Context: an optimization exercise on an open-source flow, tuned for small area. The choices shown serve that exercise and are no tape-out recipe. The RTL was checked by simulation tests, not by an equivalence proof against the original design. Power figures rest on the tool's default switching activity, not on a simulated workload.

==> design/flow/design.v <==
`timescale 1ns / 1ps
module baudGenerator
#(
	parameter PRESCALERS = 8,
	parameter WORD = 16
 )
(
	input wire clk_i, rst_i,
	input wire en_i,
	input wire[WORD-1:0] baud_i,
	output reg baudClk_o,
	output wire baudTick_o
);
reg[WORD-1:0] baudCount;
wire baudDone;
assign baudDone = (baudCount == 0);
assign baudTick_o = en_i & baudDone & ~baudClk_o;
always @ (posedge clk_i or posedge rst_i) begin
	if (rst_i) begin
		baudClk_o	<= 0;
		baudCount	<= 0;
	end
	else begin
		casez({baudDone, en_i})
			2'b?0: begin	 
				baudCount <= baud_i;
				baudClk_o <= 0;
			end
			2'b01: begin
				baudCount <= baudCount - 1'b1;
			end
			2'b11: begin
				baudCount <= baud_i;
				baudClk_o <= ~baudClk_o;
			end
		endcase
	end
end
endmodule
`timescale 1ns / 1ps
module fifo 
#(
	parameter WORD = 8,
	parameter DEPTH = 8
 )
(
	input wire clk_i, rst_i,
	input wire wr_i, rd_i,
	input wire[WORD-1:0] data_i,
	output reg full_o, empty_o,
	output reg[$clog2(DEPTH)-1:0] fill_o,
	output reg[WORD-1:0] data_o
);
reg[$clog2(DEPTH)-1:0] rd, wr;
reg[WORD-1:0] buffer[0:DEPTH-1];
wire[$clog2(DEPTH)-1:0] nextWr, nextWrAhead, nextRd;
assign nextWr = wr + 1'b1;
assign nextWrAhead = wr + 2'b10;
assign nextRd = rd + 1'b1;
integer i;
always @ (posedge clk_i, posedge rst_i) begin
	if (rst_i) begin
		data_o <= {WORD{1'b1}};
		for (i = 0; i < DEPTH; i = i + 1)
			buffer[i] <= {WORD{1'b1}};
	end
	else begin
		data_o <= buffer[rd];
		buffer[wr] <= data_i;
	end
end
always @ (posedge clk_i, posedge rst_i) begin
	if (rst_i) begin
		rd 		<= 0;
		wr 		<= 0;
	end
	else begin
		if (wr_i & !full_o)
			wr <= nextWr;
		if (rd_i  & !empty_o)
			rd <= nextRd;
	end
end
always @ (posedge clk_i, posedge rst_i) begin
	if (rst_i) begin
		full_o  <= 0;
		empty_o <= 1;
		fill_o <= 0;
	end
	else begin
		casez({wr_i, rd_i, full_o, empty_o})
		4'b01?0: begin	 
			full_o  <= 1'b0;
			empty_o <= (nextRd == wr);
			fill_o <= fill_o - 1'b1;
		end
		4'b100?: begin	 
			full_o <= (nextWrAhead == rd);
			empty_o <= 1'b0;
			fill_o <= fill_o + 1'b1;
		end
		4'b11?1: begin	 
			full_o  <= 1'b0;
			empty_o <= 1'b0;
			fill_o <= fill_o + 1'b1;
		end
		4'b11?0: begin	 
			full_o  <= full_o;
			empty_o <= 1'b0;
		end
		default: begin 
		end
		endcase
	end
end
endmodule
`timescale 1ns / 1ps
module uartTX
#(
	parameter BAUD_WORD = 16
 )
(
	input wire clk_i, rst_i,
	input wire[BAUD_WORD-1:0] baud_i,
	input wire wr_i,
	input wire[7:0] data_i,
	output reg txDat_o, txEn_o, rdy_o, done_o
);
localparam SHIFT_W = 10;
reg[1:0] state, nextState;
wire[7:0] data_r;
wire full, empty;
reg fifoRd;
wire baudClk, baudTick;
baudGenerator baudGen (
	.clk_i     (clk_i),
	.rst_i     (rst_i),
	.en_i      (1'b1),
	.baud_i    (baud_i),
	.baudClk_o (baudClk),
	.baudTick_o(baudTick)
);
fifo FifoBuffer (
	.clk_i  (clk_i),
	.rst_i  (rst_i),
	.wr_i   (wr_i),
	.rd_i   (fifoRd),
	.data_i (data_i),
	.full_o (full),
	.empty_o(empty),
	.fill_o (),
	.data_o (data_r)
);
reg holdEn, shiftEn;
reg[3:0] bitCounter_r;
reg[SHIFT_W-1:0] hold_r, shift_r;
localparam [1:0] IDLE = 2'd0, SETUP_HOLD = 2'd1, START_SEND = 2'd2, DATA_SEND = 2'd3;
always @ (*) begin
	shiftEn = 0;
	txEn_o 	= 0;
	fifoRd  = 0;
	holdEn 	= 0;
	nextState = IDLE;
	case (state)
		IDLE: begin
			if (~empty) 
				nextState = SETUP_HOLD;
			else
				nextState = IDLE;
		end
		SETUP_HOLD: begin
			fifoRd = 1;
			holdEn = 1;
			nextState = START_SEND;
		end
		START_SEND: begin
			shiftEn = 1;
			if (~done_o)
				nextState = DATA_SEND;
			else
				nextState = START_SEND;
		end
		DATA_SEND: begin
			txEn_o 	= 1;
			casez ({done_o, empty})
				2'b0?:
					nextState = DATA_SEND;
				2'b10:
					nextState = SETUP_HOLD;
				2'b11:
					nextState = IDLE;
			endcase
		end
		default: begin
		  nextState = IDLE;
		end
	endcase  
end
always @ (posedge clk_i or posedge rst_i) begin
	if (rst_i) begin
		state 	<= IDLE;
		hold_r	<= {SHIFT_W{1'b1}};
	end
	else begin
		state 	<= nextState;
		if (holdEn)
			hold_r	<= {1'b1, data_r, 1'b0};
	end
end
always @ (*) begin
	txDat_o = shift_r[0];
	done_o	= (bitCounter_r == 0);
	rdy_o 	= ~full;
end
always @ (posedge clk_i or posedge rst_i) begin
	if (rst_i) begin
		bitCounter_r 	<= 0;
		shift_r			<= {SHIFT_W{1'b1}};
	end
	else if (baudTick) begin
		if (done_o) begin
			if (shiftEn) begin
				shift_r 		<= hold_r;
				bitCounter_r 	<= SHIFT_W;
			end
		end
		else begin
			shift_r <= {1'b1, shift_r[SHIFT_W-1:1]};
			bitCounter_r <= bitCounter_r - 1'b1;
		end
	end
end
endmodule
`timescale 1ns / 1ps
module uartRX
#(
	parameter BAUD_WORD = 16
 )
(
	input wire clk_i, rst_i,
	input wire[BAUD_WORD-1:0] baud_i,
	input wire dat_i, rd_i,
	output wire datEn_o, full_o, holdEn_o,
	output wire[7:0] dat_o,
	output reg[7:0] holdReg_o,
	output reg[1:0] status_o, 
	output reg baudEn_o, empty_o, rx_o
);
reg shiftEn, loadEn;
wire empty;
reg[7:0] shiftReg;
reg[3:0] count;
reg baudEn;
wire baudClk, baudTick;
baudGenerator baudGen (
	.clk_i      (clk_i),
	.rst_i      (rst_i),
	.en_i       (baudEn),
	.baud_i     (baud_i),
	.baudClk_o  (baudClk),
	.baudTick_o (baudTick)
);
fifo FifoBuffer (
	.clk_i  (clk_i),
	.rst_i  (rst_i),
	.wr_i   (loadEn),
	.rd_i   (rd_i),
	.data_i (shiftReg),
	.full_o (full_o),
	.empty_o(empty),
	.fill_o (),
	.data_o (dat_o)
);
assign datEn_o = ~empty;
assign holdEn_o = loadEn;
wire start = ~dat_i;
wire stop = dat_i;
wire done = (count == 0);
localparam [1:0] IDLE = 2'd0, RECV = 2'd1, STOP_RECV = 2'd2, LOAD = 2'd3;
reg[1:0] state, nextState;
always @ (*) begin
	status_o = state; 
	baudEn_o =  baudEn;
	empty_o = empty;
	rx_o = dat_i;
end
always @ (*) begin
	shiftEn = 0;
	loadEn = 0;
	baudEn = 0;
	nextState = IDLE;
	case (state)
		IDLE: begin
			if (start)
				nextState = RECV;
			else
				nextState = IDLE;
		end
		RECV: begin
			baudEn = 1;
			if (done && stop)
				nextState = STOP_RECV;
			else
				nextState = RECV;
		end
		STOP_RECV: begin
			baudEn = 1;
			if (~done)
				nextState = LOAD;
			else
				nextState = STOP_RECV;
		end
		LOAD: begin
			loadEn = 1;
			nextState = IDLE;
		end
	endcase  
end
always @ (posedge clk_i or posedge rst_i) begin
	if (rst_i) begin
		state <= IDLE;
		holdReg_o <= 8'hFF;
	end
	else begin
		state <= nextState;
		if (loadEn)
			holdReg_o <= shiftReg;
	end
end 
always @ (posedge clk_i, posedge rst_i) begin
	if (rst_i) begin
		count <= 0;
		shiftReg <= 8'hFF;
	end
	else if (loadEn) begin
		count <= 0;
	end
	else if (baudTick) begin
		if (~done) begin
			shiftReg <= {dat_i, shiftReg[7:1]};
			count <= count - 1'b1;
		end
		else begin
		  count <= 8;
		end
	end
end
endmodule 
`timescale 1ns / 1ps
module uart 
#(
    parameter CLK_RATE = 100000000,
    parameter BAUD_RATE = 115200
 )
(
    input wire clk_i, rst_i,
    input wire rx_i,
    output wire tx_o,
    output wire[7:0] data_o,
    output wire[1:0] status_o, 
    output wire baudEn_o, empty_o, rx_o
);
wire rxRdy, txRdy;
wire wr = rxRdy;
wire rd = rxRdy & txRdy;
localparam [15:0] BAUD_VAL = CLK_RATE/(BAUD_RATE*2)-1;
uartTX tx (
    .clk_i  (clk_i),
    .rst_i  (rst_i),
    .baud_i (BAUD_VAL),
    .wr_i   (rxRdy),
    .data_i (data_o),
    .txDat_o(tx_o),
    .txEn_o (),
    .rdy_o  (txRdy),
    .done_o ()
);
uartRX rx (
    .clk_i    (clk_i),
    .rst_i    (rst_i),
    .baud_i   (BAUD_VAL),
    .dat_i    (rx_i),
    .rd_i     (rd),
    .datEn_o  (rxRdy),
    .full_o   (),
    .holdEn_o (),
    .dat_o    (data_o),
    .holdReg_o(),
    .status_o (status_o),
    .baudEn_o (baudEn_o),
    .empty_o  (empty_o),
    .rx_o     (rx_o)
);
endmodule
==> design/flow/run.sh <==
#!/bin/bash
# synth_recipe.tcl (not shown) runs the flow's synth.tcl, then flattens the netlist and writes it again
# the make line also repeats each setting of config.mk as NAME=value (left out here)
make -C /OpenROAD-flow-scripts/flow DESIGN_CONFIG=/design/flow/config.mk WORK_HOME=/design/flow/orfs CLKGATE_MAP_FILE= SYNTH_SCRIPT=/design/flow/synth_recipe.tcl finish
==> design/flow/config.mk <==
export PLATFORM = sky130hd
export DESIGN_NAME = uart
export DESIGN_NICKNAME = uart
export VERILOG_FILES = /design/flow/design.v
export SDC_FILE = /design/flow/constraint.sdc
export NUM_CORES = 4
export LEC_CHECK = 0
export CAP_MARGIN = 20
export CORE_MARGIN = 2
export CORE_UTILIZATION = 40
export SLEW_MARGIN = 20
==> design/flow/constraint.sdc <==
create_clock -name core_clock -period 10.0 [get_ports {clk_i}]
set_input_delay 2.0000 -clock core_clock [delete_from_list [all_inputs] [get_ports {clk_i}]]
set_output_delay 2.0000 -clock core_clock [all_outputs]
set_load 0.01 [all_outputs]
==> reports/qor.txt <==
Worst Path Required: 8000 ps
max_slew headroom: 0.3517
Synth Warn #: 5
total clock buffers created by CTS: 27
Post-synth EDFFs: 0
Yosys top cell area share: 0.4186
clk buf depth: 3
flop2flop setup slack: 7300 ps
Levels on crit path: 2
fraction of layout cells with a size suffix above 1: 0.4510
Crit-path slowest cell: clkdlybuf4s50_1
worst path bufs/invs: 2
I/O pins: 17
sequential power share: 0.447
Rows: 60
initial antenna violation count: 0
arrival time at the worst endpoint: 3090 ps
Most Frequent Cell on Critical Path: clkdlybuf4s50_1
Gate power share: 0.094
First-pass DRT Iterations: 5
outcome: no timing/DRC/antenna violations
Setup CP Type: input pin to primary output
r2r startpoint: tx.FifoBuffer.rd[2]$_DFFE_PP0N_
area of the core: 26730 um^2
post-route clock period utilization: 0.5089
Fillers: 2381
total gr overflow: 0
post-route minimum period: 5089 ps
delay-heaviest family, CP: buffers and inverters
initial core utilization: 0.4040
CTS Root Cell: clkbuf_16
Max Clock Freq: 196.5 MHz
most frequent cell after synthesis: dfstp_2
post-synth design cell area: 10800 um^2
Leakage: 5.078 nW
Die X: 168.3 um
first-pass GRT wire length: 36300 um
worst r2r dst: tx.FifoBuffer.data_o[6]$_DFF_PP1_
Synth top cells by count: dfstp_2 (172), mux2_2 (160), nand2_1 (73)
RSZ-0062 raised after global routing: no
Setup-failing EPs final: 0
Setup TNS: 0 ps
area leader, netlist: dfstp_2
clock power share: 0.459
Primary FF master, synth: dfstp_2
DP Worst Slack: 4917 ps
synthesized area per cell: 12.76 um^2
Final Hold Slack: 446.9 ps
max cap viols: 0
CTS hold repair buffers: 0
Post-CTS Setup Repair Bufs: 0
CP Launch Type: input pin
pin count of the biggest net entering global routing: 153
clk_skew: 19.43 ps
clock-pin slew on the worst setup and hold paths: 60 ps
Placer Congestion: 0.7381
register area: 6021 um^2
die height: 168.3 um
Critical Path End: rx_o
CTS resizes: 0
worst stage delay on the critical path: 560 ps
Internal: 1.673 mW
drc violations: 0
fin nets: 897
DP HPWL: 13670 um
vias: 6529
Pwr Density: 181.1 nW/um^2
Seq cells post-synth: 232
crit path launch: rx_i
CP Capture Type: primary output
All-Layer GR Usage: 0.1585
fin area: 12200 um^2
diode count: 0
final wirelength: 21720 um
WL/cell: 17.82 um
die area: 28320 um^2
count of different cell masters after synthesis: 54
Worst-Skew Late Latency: 530 ps
setup ws final: 4911 ps
Port-buffer cells: 16
Via density: 5.356
ANT nets after route: 0
Hold Vio Cnt, Final: 0
total power: 2.208 mW
maximum fanout along the worst path: 4
ys async rst share: 1.000
Cells after Synth: 846
Placed Area: 11260 um^2
P_sw: 535.0 uW
htree depth: 1
Final Max Slew Viols: 0
CTS tree: yes
worst slew pin tran: 972.5 ps
sequential area share after synthesis: 0.5577
worst-path cell chain: clkdlybuf4s50_1 > clkdlybuf4s50_1
ranking of synthesized cells by area: dfstp_2 (42%), mux2_2 (17%), dfrtp_1 (14%)
area of the multi-input gates: 4522 um^2
clock sink count: 232
vias in the first global route: 6764
drt initial violations: 345
syn_nets: 886
FF-to-FF path depth: 5
maximum VDD drop: 0.1067 mV
P&R area growth vs syn: 12.97%
worst hold path type: register to register
switching fraction of total power: 0.2423
[flip-flops by register name, indices dropped and copies added, names as in the netlist, 2 cells and up, named ones only]
name / cells
rx.FifoBuffer.data_o: 8
tx.FifoBuffer.rd: 3
tx.FifoBuffer.data_o: 8
rx.FifoBuffer.wr: 3
tx.shift_r: 9
rx.shiftReg: 8
tx.bitCounter_r: 4
tx.FifoBuffer.buffer: 64
tx.hold_r: 9
rx.baudGen.baudCount: 16
rx.count: 4
rx.FifoBuffer.rd: 3
rx.FifoBuffer.buffer: 64
tx.state: 2
tx.baudGen.baudCount: 16
tx.FifoBuffer.wr: 3
[cells in the final DEF, fill, tap and decap left out, types with 7 or more instances in the layout]
| cell type | instances |
|---|---|
| dfstp_2 | 172 |
| mux2_2 | 160 |
| nand2_1 | 73 |
| dfrtp_1 | 60 |
| nor2_1 | 56 |
| ha_1 | 37 |
| inv_1 | 29 |
| a21oi_1 | 28 |
| clkbuf_16 | 27 |
| xor2_1 | 21 |
| a222oi_1 | 16 |
| clkdlybuf4s50_1 | 16 |
| a221oi_1 | 14 |
| o21ai_0 | 13 |
| xnor2_1 | 12 |
| nand3_1 | 9 |
| mux2_4 | 7 |
[per-layer routing]
metal,track usage,vias up,part of all wire
met4,0.04423,0,0.024
li1,-,3067,-
met2,0.2711,78,0.49
met1,0.2090,3345,0.46
met5,0,-,0
met3,0.02562,39,0.029
[through the flow]
stage	utilization	cells
6_report	0.4564	1219
5_1_grt	0.4564	1219
4_1_cts	0.4562	1219
3_5_place_dp	0.4215	1169
3_3_place_gp	0.4215	1169
2_1_floorplan	-	846
[power groups by stage]
| stage | logic [mW] | registers [mW] | clock network, mW |
|---|---|---|---|
| 2_1_floorplan | 0.153 | 0.993 | 0 |
| 3_3_place_gp | 0.211 | 1.00 | 0 |
| 3_5_place_dp | 0.212 | 1.00 | 0 |
| 4_1_cts | 0.213 | 0.986 | 1.04 |
| 5_1_grt | 0.233 | 0.989 | 1.09 |
| 6_report | 0.208 | 0.987 | 1.01 |
[cell families after synthesis]
kind of cell             Yosys count  share of synthesized area
buffers and inverters             66                    0.02399
adder cells (fa/ha/maj)           37                    0.04288
flip-flops                       232                     0.5577
AND/OR/NAND/NOR                  197                    0.09410
XOR/XNOR                          33                    0.02677
AO/OA/AOI/OAI                    111                    0.07521
multiplexers                     170                     0.1794
[cell type report]
| type | instances | share of cell area |
|---|---|---|
| flip-flops and latches | 232 | 0.4936 |
| multi-input cells | 548 | 0.3707 |
| clock buffers | 37 | 0.06176 |
| well taps | 341 | 0.03498 |
| repair buffers | 18 | 0.01436 |
| clock inverters | 13 | 0.01426 |
| inverters | 30 | 0.01026 |
[worst min path at each step]
| stage | startpoint | endpoint | slack, ps | cells after the start |
|---|---|---|---|---|
| finish | tx.FifoBuffer.data_o[4]$_DFF_PP1_ | tx.hold_r[5]$_DFFE_PP1N_ | 450 | 2 |
| global route | tx.FifoBuffer.data_o[5]$_DFF_PP1_ | tx.hold_r[6]$_DFFE_PP1N_ | 460 | 2 |
| CTS | tx.FifoBuffer.data_o[5]$_DFF_PP1_ | tx.hold_r[6]$_DFFE_PP1N_ | 450 | 2 |
| detailed placement | tx.FifoBuffer.data_o[5]$_DFF_PP1_ | tx.hold_r[6]$_DFFE_PP1N_ | 440 | 2 |
| global placement | tx.FifoBuffer.data_o[5]$_DFF_PP1_ | tx.hold_r[6]$_DFFE_PP1N_ | 430 | 2 |
| floorplan | tx.FifoBuffer.data_o[7]$_DFF_PP1_ | tx.hold_r[8]$_DFFE_PP1N_ | 430 | 2 |

-- static timing again, ports no longer ideal --
The results above use ideal ports. As a check the final layout listed here was re-extracted and re-timed, cells and wires unchanged. Step 1, drivers: a clkbuf_16 drives clk_i and a buf_2 each remaining input, both assumed. Step 2 times the ports against the registers' clock, not the clock port: input delays grow and output delays shrink by t, the midpoint of the rising clock arrivals with the driver on. Three values: ideal, step 1, step 2; two values: the first two.
t, ns: 0.571
setup slack, ns: 4.911 / 4.887 / 4.887
worst setup path after step 2: input to output
clock arrival spread, ns: 0.021 / 0.020
pins driven straight from the clock port: 1
After both steps setup and hold are still met in this run. The setup slack of this run moves by -0.024 ns with the drivers and by -0.024 ns with both steps.
